Background: an optimization exercise with open tools, aiming at small area and a short achievable clock period. Do not read the settings as production practice.
Function was checked by simulation only, so behaviour that the tests miss may differ from the original.
No activity file was given, so power comes from the tool's default toggle rates.

== north ==
// mac
module mac(input clk, input rst, input [15:0] x, input [15:0] y, output [31:0] acc);
reg r0_0;
reg r1_0;
reg r2_0;
reg r3_0;
reg r4_0;
reg r5_0;
reg r6_0;
reg r6_1;
reg r7_0;
reg r7_1;
reg r8_0;
reg r8_1;
reg r9_0;
reg r9_1;
reg r10_0;
reg r10_1;
reg r11_0;
reg r11_1;
reg r12_0;
reg r12_1;
reg r13_0;
reg r13_1;
reg r14_0;
reg r14_1;
reg r15_0;
reg r15_1;
reg r16_0;
reg r16_1;
reg r17_0;
reg r17_1;
reg r18_0;
reg r18_1;
reg r19_0;
reg r19_1;
reg r20_0;
reg r20_1;
reg r21_0;
reg r21_1;
reg r22_0;
reg r22_1;
reg r23_0;
reg r23_1;
reg r24_0;
reg r24_1;
reg r25_0;
reg r25_1;
reg r26_0;
reg r26_1;
reg r27_0;
reg r27_1;
reg r28_0;
reg r28_1;
reg r29_0;
reg r29_1;
reg r30_0;
reg r30_1;
reg r31_0;
reg rci;
wire p1;
wire p2;
wire p3;
wire p4;
wire p5;
wire p6;
wire p7;
wire p8;
wire p9;
wire p10;
wire p11;
wire p12;
wire p13;
wire p14;
wire p15;
wire p16;
wire p17;
wire p18;
wire p19;
wire p20;
wire p21;
wire p22;
wire p23;
wire p24;
wire p25;
wire p26;
wire p27;
wire p28;
wire p29;
wire p30;
wire p31;
wire p32;
wire p33;
wire p34;
wire p35;
wire p36;
wire p37;
wire p38;
wire p39;
wire p40;
wire p41;
wire p42;
wire p43;
wire p44;
wire p45;
wire p46;
wire p47;
wire p48;
wire p49;
wire p50;
wire p51;
wire p52;
wire p53;
wire p54;
wire p55;
wire p56;
wire p57;
wire p58;
wire p59;
wire p60;
wire p61;
wire p62;
wire p63;
wire p64;
wire p65;
wire p66;
wire p67;
wire p68;
wire p69;
wire p70;
wire p71;
wire p72;
wire p73;
wire p74;
wire p75;
wire p76;
wire p77;
wire p78;
wire p79;
wire p80;
wire p81;
wire p82;
wire p83;
wire p84;
wire p85;
wire p86;
wire p87;
wire p88;
wire p89;
wire p90;
wire p91;
wire p92;
wire p93;
wire p94;
wire p95;
wire p96;
wire p97;
wire p98;
wire p99;
wire p100;
wire p101;
wire p102;
wire p103;
wire p104;
wire p105;
wire p106;
wire p107;
wire p108;
wire p109;
wire p110;
  ...
Settings: LEC_CHECK=0, CAP_MARGIN=20, CORE_MARGIN=2, CORE_UTILIZATION=40, SLEW_MARGIN=20, SYNTH_HIERARCHICAL=1, SYNTH_MINIMUM_KEEP_SIZE=0, SETUP_SLACK_MARGIN=11.7, DONT_BUFFER_PORTS=1, PRE_GLOBAL_PLACE_TCL=/design/flow/flow/ports.tcl, CTS_ARGS=-sink_clustering_enable -repair_clock_nets -dont_use_dummy_load ; clock period 18.0 ns.
standard.sh (not shown) runs the stock make flow with config.mk's settings and CLKGATE_MAP_FILE= SYNTH_SCRIPT=/design/flow/synth_recipe.tcl, a recipe that flattens the netlist after the stock synthesis.
==> flow/flow/run.sh <==
#!/bin/bash
# Layout: the standard ORFS flow (standard.sh, standard synthesis), with
#  - timing repair aimed at a setup slack of flow/margin ns, so the resizer
#    works on the real critical paths even though the clock period is loose,
#  - port buffers placed by flow/ports.tcl (every port gets its own buffer,
#    a stronger one on the inputs, which each drive 16 gates),
#  - a clock tree without dummy balancing loads and with the buffers in flow/cts.
# standard.log here holds make's output; ORFS's own logs are in orfs/logs.
set -euo pipefail
M=$(cat flow/margin)
CTS_EXTRA=$(cat flow/cts 2>/dev/null || true)
cat >> config.mk <<EOC
export SETUP_SLACK_MARGIN = $M
export DONT_BUFFER_PORTS = 1
export PRE_GLOBAL_PLACE_TCL = $PWD/flow/ports.tcl
export CTS_ARGS = -sink_clustering_enable -repair_clock_nets -dont_use_dummy_load $CTS_EXTRA
EOC
bash standard.sh > standard.log 2>&1
==> flow/flow/cts <==

==> flow/flow/margin <==
11.7
==> flow/flow/ports.tcl <==
# Buffer every input and output port (run before global placement).
puts "Perform port buffering (flow/ports.tcl)..."
buffer_ports -inputs -buffer_cell sky130_fd_sc_hd__buf_4
buffer_ports -outputs -buffer_cell sky130_fd_sc_hd__buf_1
north did not stop at any stage, and its layout met the timing, design-rule and antenna checks.
Modified inputs, south compared to north
- SETUP_SLACK_MARGIN now 11.0, was 11.7
- BUFFER_PORTS_ARGS now -buffer_cell sky130_fd_sc_hd__buf_1, previously not set
- SKIP_GATE_CLONING now 1, previously not set
- PRE_GLOBAL_PLACE_TCL no longer set, was /design/flow/flow/ports.tcl
- DONT_BUFFER_PORTS no longer set, was 1
==> flow/flow/run.sh <==
#!/bin/bash
# Layout: the standard ORFS flow (standard.sh, standard synthesis), with
#  - timing repair aimed at a setup slack of flow/margin ns, so the resizer
#    works on the real critical paths even though the clock period is loose
#    (no gate cloning, so each port keeps exactly one buffer),
#  - the standard port buffering (every port gets its own buffer), with the
#    buffer cell in flow/portbuf,
#  - a clock tree without dummy balancing loads, extra CTS options in flow/cts.
# standard.log here holds make's output; ORFS's own logs are in orfs/logs.
set -euo pipefail
M=$(cat flow/margin)
PB=$(cat flow/portbuf)
CTS_EXTRA=$(cat flow/cts 2>/dev/null || true)
cat >> config.mk <<EOC
export SETUP_SLACK_MARGIN = $M
export SKIP_GATE_CLONING = 1
export BUFFER_PORTS_ARGS = -buffer_cell $PB
export CTS_ARGS = -sink_clustering_enable -repair_clock_nets -dont_use_dummy_load $CTS_EXTRA
EOC
bash standard.sh > standard.log 2>&1
==> flow/flow/margin <==
11.0
==> flow/flow/portbuf (new file) <==
sky130_fd_sc_hd__buf_1
removed: flow/flow/ports.tcl
--- outcome ---
Having completed the whole flow, south delivered a layout that passed the timing, design-rule and antenna checks. Overall via count from detail_route was lower in north than in south. Cell count: south higher than north. south vs north, first-iteration DRC count went down by 27. Met1 wire length (south over north): increase, 3.9%. Routed wire length across north and south: no real change.
#### Input delta (east over south)
- swapping -buffer_cell sky130_fd_sc_hd__buf_1 for -buffer_cell sky130_fd_sc_hd__buf_2 in BUFFER_PORTS_ARGS
- swapping 11.0 for 11 in SETUP_SLACK_MARGIN
- swapping -sink_clustering_enable -repair_clock_nets -dont_use_dummy_load  for -sink_clustering_enable -repair_clock_nets -dont_use_dummy_load -buf_list sky130_fd_sc_hd__clkbuf_4 -root_buf sky130_fd_sc_hd__clkbuf_4 -sink_clustering_size 30 in CTS_ARGS
- clearing SKIP_GATE_CLONING, which used to be 1
==> flow/flow/run.sh <==
#!/bin/bash
# Layout: the standard ORFS flow (standard.sh, standard synthesis), with
#  - timing repair aimed at a setup slack of SETUP_MARGIN ns, so the resizer
#    works on the real critical paths even though the clock period is loose,
#  - port buffers of a small cell (every port still gets its own buffer),
#  - a clock tree without dummy balancing loads.
# Each tool's output goes to standard.log here and ORFS's own logs in orfs/logs.
set -euo pipefail
M=$(cat flow/margin)
CTS_EXTRA=$(cat flow/cts 2>/dev/null || true)
cat >> config.mk <<EOC
export SETUP_SLACK_MARGIN = $M
export BUFFER_PORTS_ARGS = -buffer_cell sky130_fd_sc_hd__buf_2
export CTS_ARGS = -sink_clustering_enable -repair_clock_nets -dont_use_dummy_load $CTS_EXTRA
EOC
bash standard.sh > standard.log 2>&1
==> flow/flow/cts <==
-buf_list sky130_fd_sc_hd__clkbuf_4 -root_buf sky130_fd_sc_hd__clkbuf_4 -sink_clustering_size 30
==> flow/flow/margin <==
11
removed: flow/flow/portbuf
## What came out
Highest metal layer with signal wires = met5: east; highest metal layer with signal wires = met4: south. east gives more proportion of power drawn by combinational gates than south did. Cell count in east vs south: down 7. Comparing south and east, the lower final-layout non-clock buffer area share was measured on east.
Input changes introduced in west (baseline for comparison: east):
- SKIP_GATE_CLONING: unset -> 1
- SETUP_SLACK_MARGIN: 11 -> 11.2
- BUFFER_PORTS_ARGS: -buffer_cell sky130_fd_sc_hd__buf_2 -> -buffer_cell sky130_fd_sc_hd__buf_1
- CTS_ARGS: -sink_clustering_enable -repair_clock_nets -dont_use_dummy_load -buf_list sky130_fd_sc_hd__clkbuf_4 -root_buf sky130_fd_sc_hd__clkbuf_4 -sink_clustering_size 30 -> -sink_clustering_enable -repair_clock_nets -dont_use_dummy_load -buf_list sky130_fd_sc_hd__clkbuf_8 -root_buf sky130_fd_sc_hd__clkbuf_8 -sink_clustering_size 60 -sink_clustering_max_diameter 500
==> flow/flow/run.sh <==
#!/bin/bash
# Layout: the standard ORFS flow (standard.sh, standard synthesis), with
#  - timing repair aimed at a setup slack of flow/margin ns, so the resizer
#    works on the real critical paths even though the clock period is loose
#    (no gate cloning, so each port keeps exactly one buffer),
#  - the standard port buffering (every port gets its own buffer), with the
#    buffer cell in flow/portbuf,
#  - a clock tree without dummy balancing loads, extra CTS options in flow/cts.
# standard.log here holds make's output; ORFS's own logs are in orfs/logs.
set -euo pipefail
M=$(cat flow/margin)
PB=$(cat flow/portbuf)
CTS_EXTRA=$(cat flow/cts 2>/dev/null || true)
cat >> config.mk <<EOC
export SETUP_SLACK_MARGIN = $M
export SKIP_GATE_CLONING = 1
export BUFFER_PORTS_ARGS = -buffer_cell $PB
export CTS_ARGS = -sink_clustering_enable -repair_clock_nets -dont_use_dummy_load $CTS_EXTRA
EOC
bash standard.sh > standard.log 2>&1
==> flow/flow/cts <==
-buf_list sky130_fd_sc_hd__clkbuf_8 -root_buf sky130_fd_sc_hd__clkbuf_8 -sink_clustering_size 60 -sink_clustering_max_diameter 500
==> flow/flow/margin <==
11.2
==> flow/flow/portbuf (new file) <==
sky130_fd_sc_hd__buf_1
Results
west ended up with r20_1$_DFF_P_ as its capture point of the worst path; east ended up with r17_1$_DFF_P_. Going from east to west, post-layout utilization of the core moved up; endpoint arrival time on the critical path moved down; final area moved up; sequential logic power level. west: final critical-path required period lower than east. Comparing clock network power for east and west, the bigger number came from west.
Here is what was changed in the inputs of middle compared with west.
- a change of SETUP_SLACK_MARGIN from 11.2 to 11.5
- a change of CTS_ARGS from -sink_clustering_enable -repair_clock_nets -dont_use_dummy_load -buf_list sky130_fd_sc_hd__clkbuf_8 -root_buf sky130_fd_sc_hd__clkbuf_8 -sink_clustering_size 60 -sink_clustering_max_diameter 500 to -sink_clustering_enable -repair_clock_nets -dont_use_dummy_load 
- a change of BUFFER_PORTS_ARGS from -buffer_cell sky130_fd_sc_hd__buf_1 to -buffer_cell sky130_fd_sc_hd__buf_2
==> flow/flow/cts <==

==> flow/flow/margin <==
11.5
==> flow/flow/portbuf <==
sky130_fd_sc_hd__buf_2
==> results.txt <==
Summary: with west as the reference, non-clock buffer count in middle moved up by more than a quarter.
Looking at number of vias per cell, middle sits above west.
Compared with west, middle has extra setup slack.
Placeable core area came out exactly the same in middle and west.
In middle, total via count in the routed design is higher than in west.

========
run P:
Starting RTL as in the previous note.
export LEC_CHECK = 0
export CAP_MARGIN = 20
export CORE_MARGIN = 2
export CORE_UTILIZATION = 40
export SLEW_MARGIN = 20
export SYNTH_HIERARCHICAL = 1
export SYNTH_MINIMUM_KEEP_SIZE = 0
export SETUP_SLACK_MARGIN = 11
export DONT_BUFFER_PORTS = 1
export PRE_GLOBAL_PLACE_TCL = /design/flow/flow/ports.tcl
export CTS_ARGS = -sink_clustering_enable -repair_clock_nets -dont_use_dummy_load 
create_clock -name core_clock -period 18.0 [get_ports {clk}]
==> flow/flow/run.sh <==
#!/bin/bash
# Layout: the standard ORFS flow (standard.sh, standard synthesis), with
#  - timing repair aimed at a setup slack of flow/margin ns, so the resizer
#    works on the real critical paths even though the clock period is loose,
#  - port buffers placed by flow/ports.tcl (every port gets its own buffer,
#    a stronger one on the inputs, which each drive 16 gates),
#  - a clock tree without dummy balancing loads and with the buffers in flow/cts.
# standard.log here holds make's output; ORFS's own logs are in orfs/logs.
set -euo pipefail
M=$(cat flow/margin)
CTS_EXTRA=$(cat flow/cts 2>/dev/null || true)
cat >> config.mk <<EOC
export SETUP_SLACK_MARGIN = $M
export DONT_BUFFER_PORTS = 1
export PRE_GLOBAL_PLACE_TCL = $PWD/flow/ports.tcl
export CTS_ARGS = -sink_clustering_enable -repair_clock_nets -dont_use_dummy_load $CTS_EXTRA
EOC
bash standard.sh > standard.log 2>&1
==> flow/flow/cts <==

==> flow/flow/margin <==
11
==> flow/flow/ports.tcl <==
# Buffer every input and output port (run before global placement).
puts "Perform port buffering (flow/ports.tcl)..."
buffer_ports -inputs -buffer_cell sky130_fd_sc_hd__buf_4
buffer_ports -outputs -buffer_cell sky130_fd_sc_hd__buf_1
Run P did not stop at any stage, and its layout met the timing, design-rule and antenna checks.
Modified inputs, run R compared to run P
- PRE_GLOBAL_PLACE_TCL: /design/flow/flow/ports.tcl -> unset
- BUFFER_PORTS_ARGS: unset -> -buffer_cell sky130_fd_sc_hd__buf_2
- DONT_BUFFER_PORTS: 1 -> unset
- CTS_ARGS: -sink_clustering_enable -repair_clock_nets -dont_use_dummy_load  -> -sink_clustering_enable -repair_clock_nets -dont_use_dummy_load
==> flow/flow/run.sh <==
#!/bin/bash
# Layout: the standard ORFS flow (standard.sh, standard synthesis), with
#  - timing repair aimed at a setup slack of SETUP_MARGIN ns, so the resizer
#    works on the real critical paths even though the clock period is loose,
#  - port buffers of a small cell (every port still gets its own buffer),
#  - a clock tree without dummy balancing loads.
# Each tool's output goes to standard.log here and ORFS's own logs in orfs/logs.
set -euo pipefail
M=$(cat flow/margin)
cat >> config.mk <<EOC
export SETUP_SLACK_MARGIN = $M
export BUFFER_PORTS_ARGS = -buffer_cell sky130_fd_sc_hd__buf_2
export CTS_ARGS = -sink_clustering_enable -repair_clock_nets -dont_use_dummy_load
EOC
bash standard.sh > standard.log 2>&1
removed: flow/flow/cts
removed: flow/flow/ports.tcl
Findings:
When the final numbers for run P and run R were put side by side, the worst hold slack turned out to be smaller in run R.
When run R is measured against run P, its fraction of power consumed by the clock network turns out 0.5 points lower.
Of run P and run R, run R shows the higher final standard cell count with taps included and fillers excluded, with run P below it.
In run R relative to run P, final non-filler cell area had gone up by a few percent.
Run R ended up with in2reg as its critical path class; run P ended up with reg2out.

========
## JK
mac again, from the RTL that the note above started with.
Design mac, start of the top module:
module mac(input clk, input rst, input [15:0] x, input [15:0] y, output [31:0] acc);
==> flow/config.mk <==
export PLATFORM = sky130hd
export DESIGN_NAME = mac
export DESIGN_NICKNAME = mac
export VERILOG_FILES = /design/flow/design.v
export SDC_FILE = /design/flow/constraint.sdc
export NUM_CORES = 4
export LEC_CHECK = 0
export CAP_MARGIN = 20
export CORE_MARGIN = 2
export CORE_UTILIZATION = 40
export SLEW_MARGIN = 20
export SYNTH_HIERARCHICAL = 1
export SYNTH_MINIMUM_KEEP_SIZE = 0
export SETUP_SLACK_MARGIN = 11.2
export SKIP_GATE_CLONING = 1
export BUFFER_PORTS_ARGS = -buffer_cell sky130_fd_sc_hd__buf_1
export CTS_ARGS = -sink_clustering_enable -repair_clock_nets -dont_use_dummy_load 
==> flow/constraint.sdc <==
create_clock -name core_clock -period 18.0 [get_ports {clk}]
set_input_delay 3.6000 -clock core_clock [delete_from_list [all_inputs] [get_ports {clk}]]
set_output_delay 3.6000 -clock core_clock [all_outputs]
set_load 0.01 [all_outputs]
==> flow/flow/run.sh <==
#!/bin/bash
# Layout: the standard ORFS flow (standard.sh, standard synthesis), with
#  - timing repair aimed at a setup slack of flow/margin ns, so the resizer
#    works on the real critical paths even though the clock period is loose
#    (no gate cloning, so each port keeps exactly one buffer),
#  - the standard port buffering (every port gets its own buffer), with the
#    buffer cell in flow/portbuf,
#  - a clock tree without dummy balancing loads, extra CTS options in flow/cts.
# standard.log here holds make's output; ORFS's own logs are in orfs/logs.
set -euo pipefail
M=$(cat flow/margin)
PB=$(cat flow/portbuf)
CTS_EXTRA=$(cat flow/cts 2>/dev/null || true)
cat >> config.mk <<EOC
export SETUP_SLACK_MARGIN = $M
export SKIP_GATE_CLONING = 1
export BUFFER_PORTS_ARGS = -buffer_cell $PB
export CTS_ARGS = -sink_clustering_enable -repair_clock_nets -dont_use_dummy_load $CTS_EXTRA
EOC
bash standard.sh > standard.log 2>&1
==> flow/flow/cts <==

==> flow/flow/margin <==
11.2
==> flow/flow/portbuf <==
sky130_fd_sc_hd__buf_1
JK has completed all stages; timing, DRC and antenna checks passed.
The inputs of MS differ from those of JK as listed below.
- SETUP_SLACK_MARGIN changed from 11.2 to 11.3
==> flow/flow/margin <==
11.3
Findings:
Placed instance count: MS < JK
The higher first-pass iteration count of the detailed router came out of JK.
MS has total design power above what JK had.
Re final critical-path required period: JK was higher than MS.
Per the comparison of MS with JK, actual transition at the worst max-transition pin decreased by 0.0097 ns relative to the old numbers, final cell count increased by 15 relative to the old numbers, starting DRC count in detailed routing decreased by 9.5% relative to the old numbers.
> inputs changed (MS -> AL)
- a change of SETUP_SLACK_MARGIN from 11.3 to 11
- a change of BUFFER_PORTS_ARGS from -buffer_cell sky130_fd_sc_hd__buf_1 to -buffer_cell sky130_fd_sc_hd__buf_2
- a change of CTS_ARGS from -sink_clustering_enable -repair_clock_nets -dont_use_dummy_load  to -sink_clustering_enable -repair_clock_nets -dont_use_dummy_load -buf_list sky130_fd_sc_hd__clkbuf_8 -root_buf sky130_fd_sc_hd__clkbuf_16 -sink_clustering_size 30
- a change of CORE_UTILIZATION from 40 to 60
- a deleted SKIP_GATE_CLONING that had been 1
==> flow/flow/run.sh <==
#!/bin/bash
# Layout: the standard ORFS flow (standard.sh, standard synthesis), with
#  - timing repair aimed at a setup slack of SETUP_MARGIN ns, so the resizer
#    works on the real critical paths even though the clock period is loose,
#  - port buffers of a small cell (every port still gets its own buffer),
#  - a clock tree without dummy balancing loads.
# Each tool's output goes to standard.log here and ORFS's own logs in orfs/logs.
set -euo pipefail
M=$(cat flow/margin)
CTS_EXTRA=$(cat flow/cts 2>/dev/null || true)
cat >> config.mk <<EOC
export SETUP_SLACK_MARGIN = $M
export BUFFER_PORTS_ARGS = -buffer_cell sky130_fd_sc_hd__buf_2
export CTS_ARGS = -sink_clustering_enable -repair_clock_nets -dont_use_dummy_load $CTS_EXTRA
EOC
bash standard.sh > standard.log 2>&1
==> flow/flow/cts <==
-buf_list sky130_fd_sc_hd__clkbuf_8 -root_buf sky130_fd_sc_hd__clkbuf_16 -sink_clustering_size 30
==> flow/flow/margin <==
11
removed: flow/flow/portbuf
Results
- Compared with MS, in AL synthesis-to-finish area growth now sits lower; post-placement setup slack picked up an extra 0.36 ns.
- AL against MS; total number of nets in the final design is down by a few percent.
- Cmp AL vs MS: final core area utilization higher in AL
- On total power draw, MS and AL are basically level.
- Per the comparison of AL with MS, adder-cell share of the synthesized area held, slack of the critical path went down 0.21 ns, final critical-path share of the clock period went up 1.2 points, count of plain and timing-repair buffers in the layout went down 32%.
- AL against MS: final RePlAce weighted congestion increased by about 1.7% relative to the old numbers, total grt overflow closely matched the old numbers.
Input changes introduced in TR (baseline for comparison: AL):
- BUFFER_PORTS_ARGS now -buffer_cell sky130_fd_sc_hd__buf_1, was -buffer_cell sky130_fd_sc_hd__buf_2
- SKIP_GATE_CLONING now 1, previously not set
- SETUP_SLACK_MARGIN now 11.25, was 11
- PLACE_DENSITY now 0.75, previously not set
- CTS_ARGS now -sink_clustering_enable -repair_clock_nets -dont_use_dummy_load -buf_list sky130_fd_sc_hd__clkbuf_4 -root_buf sky130_fd_sc_hd__clkbuf_8, was -sink_clustering_enable -repair_clock_nets -dont_use_dummy_load -buf_list sky130_fd_sc_hd__clkbuf_8 -root_buf sky130_fd_sc_hd__clkbuf_16 -sink_clustering_size 30
- CORE_UTILIZATION now 40, was 60
==> flow/flow/run.sh <==
#!/bin/bash
# Layout: the standard ORFS flow (standard.sh, standard synthesis), with
#  - timing repair aimed at a setup slack of flow/margin ns, so the resizer
#    works on the real critical paths even though the clock period is loose
#    (no gate cloning, so each port keeps exactly one buffer),
#  - the standard port buffering (every port gets its own buffer), with the
#    buffer cell in flow/portbuf,
#  - a clock tree without dummy balancing loads, extra CTS options in flow/cts.
# standard.log here holds make's output; ORFS's own logs are in orfs/logs.
set -euo pipefail
M=$(cat flow/margin)
PB=$(cat flow/portbuf)
CTS_EXTRA=$(cat flow/cts 2>/dev/null || true)
cat >> config.mk <<EOC
export SETUP_SLACK_MARGIN = $M
export SKIP_GATE_CLONING = 1
export BUFFER_PORTS_ARGS = -buffer_cell $PB
export CTS_ARGS = -sink_clustering_enable -repair_clock_nets -dont_use_dummy_load $CTS_EXTRA
EOC
bash standard.sh > standard.log 2>&1
==> flow/flow/cts <==
-buf_list sky130_fd_sc_hd__clkbuf_4 -root_buf sky130_fd_sc_hd__clkbuf_8
==> flow/flow/margin <==
11.25
==> flow/flow/portbuf (new file) <==
sky130_fd_sc_hd__buf_1
NOTE: iteration count of the initial detailed-routing pass in TR exceeds that of AL
Final total power: TR vs AL down 2.9%
Global-route usage: TR < AL
Clock period minus final worst setup slack: TR and AL compared, lower one is TR
Cmp TR and AL / routed metal-1 wire length / higher: AL
Routed wire length improves in TR relative to AL.
Comparing AL against TR, there is no change at all in basic-gate share of the synthesized area counting and, or, nand and nor cells.
The instance area after placement of TR exceeds that of AL by 140 µm².
TR supports a higher top clock frequency than AL.

static timing again, ports no longer ideal:
The results above use ideal ports. As a check the final layouts listed here were re-extracted and re-timed, cells and wires unchanged.
Step 1, drivers: a clkbuf_16 drives clk and a buf_2 each remaining input, both assumed.
Step 2 moves the port delays by t, midway between the first and last clock arrival at a register: inputs arrive t later, outputs are due t later. That takes back most of the time a late clock gives input paths.
Slacks: ideal / step 1 / step 2; pairs: ideal / step 1.
| run | t (ns) | setup slack, ns | latest minus earliest clock arrival (ns) | slew at the worst register clock pin (ns) | worst data-port slew with drivers (ns) |
|---|---|---|---|---|---|
| north | 0.388 | 11.701 / 11.225 / 10.837 | 0.019 / 0.018 | 0.06 / 0.06 | 1.12 |
| south | 0.383 | 11.095 / 11.099 / 10.716 | 0.012 / 0.012 | 0.05 / 0.05 | 0.06 |
| east | 0.483 | 11.271 / 11.232 / 10.806 | 0.030 / 0.030 | 0.10 / 0.10 | 0.05 |
| west | 0.405 | 11.320 / 11.326 / 10.932 | 0.022 / 0.022 | 0.07 / 0.07 | 0.08 |
| middle | 0.389 | 11.461 / 11.435 / 11.046 | 0.010 / 0.010 | 0.05 / 0.05 | 0.10 |
| run P | 0.385 | 11.332 / 11.277 / 10.892 | 0.012 / 0.012 | 0.06 / 0.06 | 1.15 |
| run R | 0.377 | 11.157 / 11.135 / 10.803 | 0.014 / 0.013 | 0.05 / 0.05 | 0.05 |
| JK | 0.382 | 11.266 / 11.272 / 10.890 | 0.013 / 0.013 | 0.05 / 0.05 | 0.07 |
| MS | 0.387 | 11.324 / 11.346 / 10.959 | 0.009 / 0.008 | 0.05 / 0.05 | 0.07 |
| AL | 0.385 | 11.114 / 11.103 / 10.718 | 0.017 / 0.018 | 0.06 / 0.06 | 0.06 |
| TR | 0.415 | 11.305 / 11.323 / 10.908 | 0.013 / 0.012 | 0.07 / 0.07 | 0.06 |
After both steps setup and hold are still met in every run listed. The setup slack of north, which loses most, moves by -0.476 ns with the drivers and by -0.864 ns with both steps.
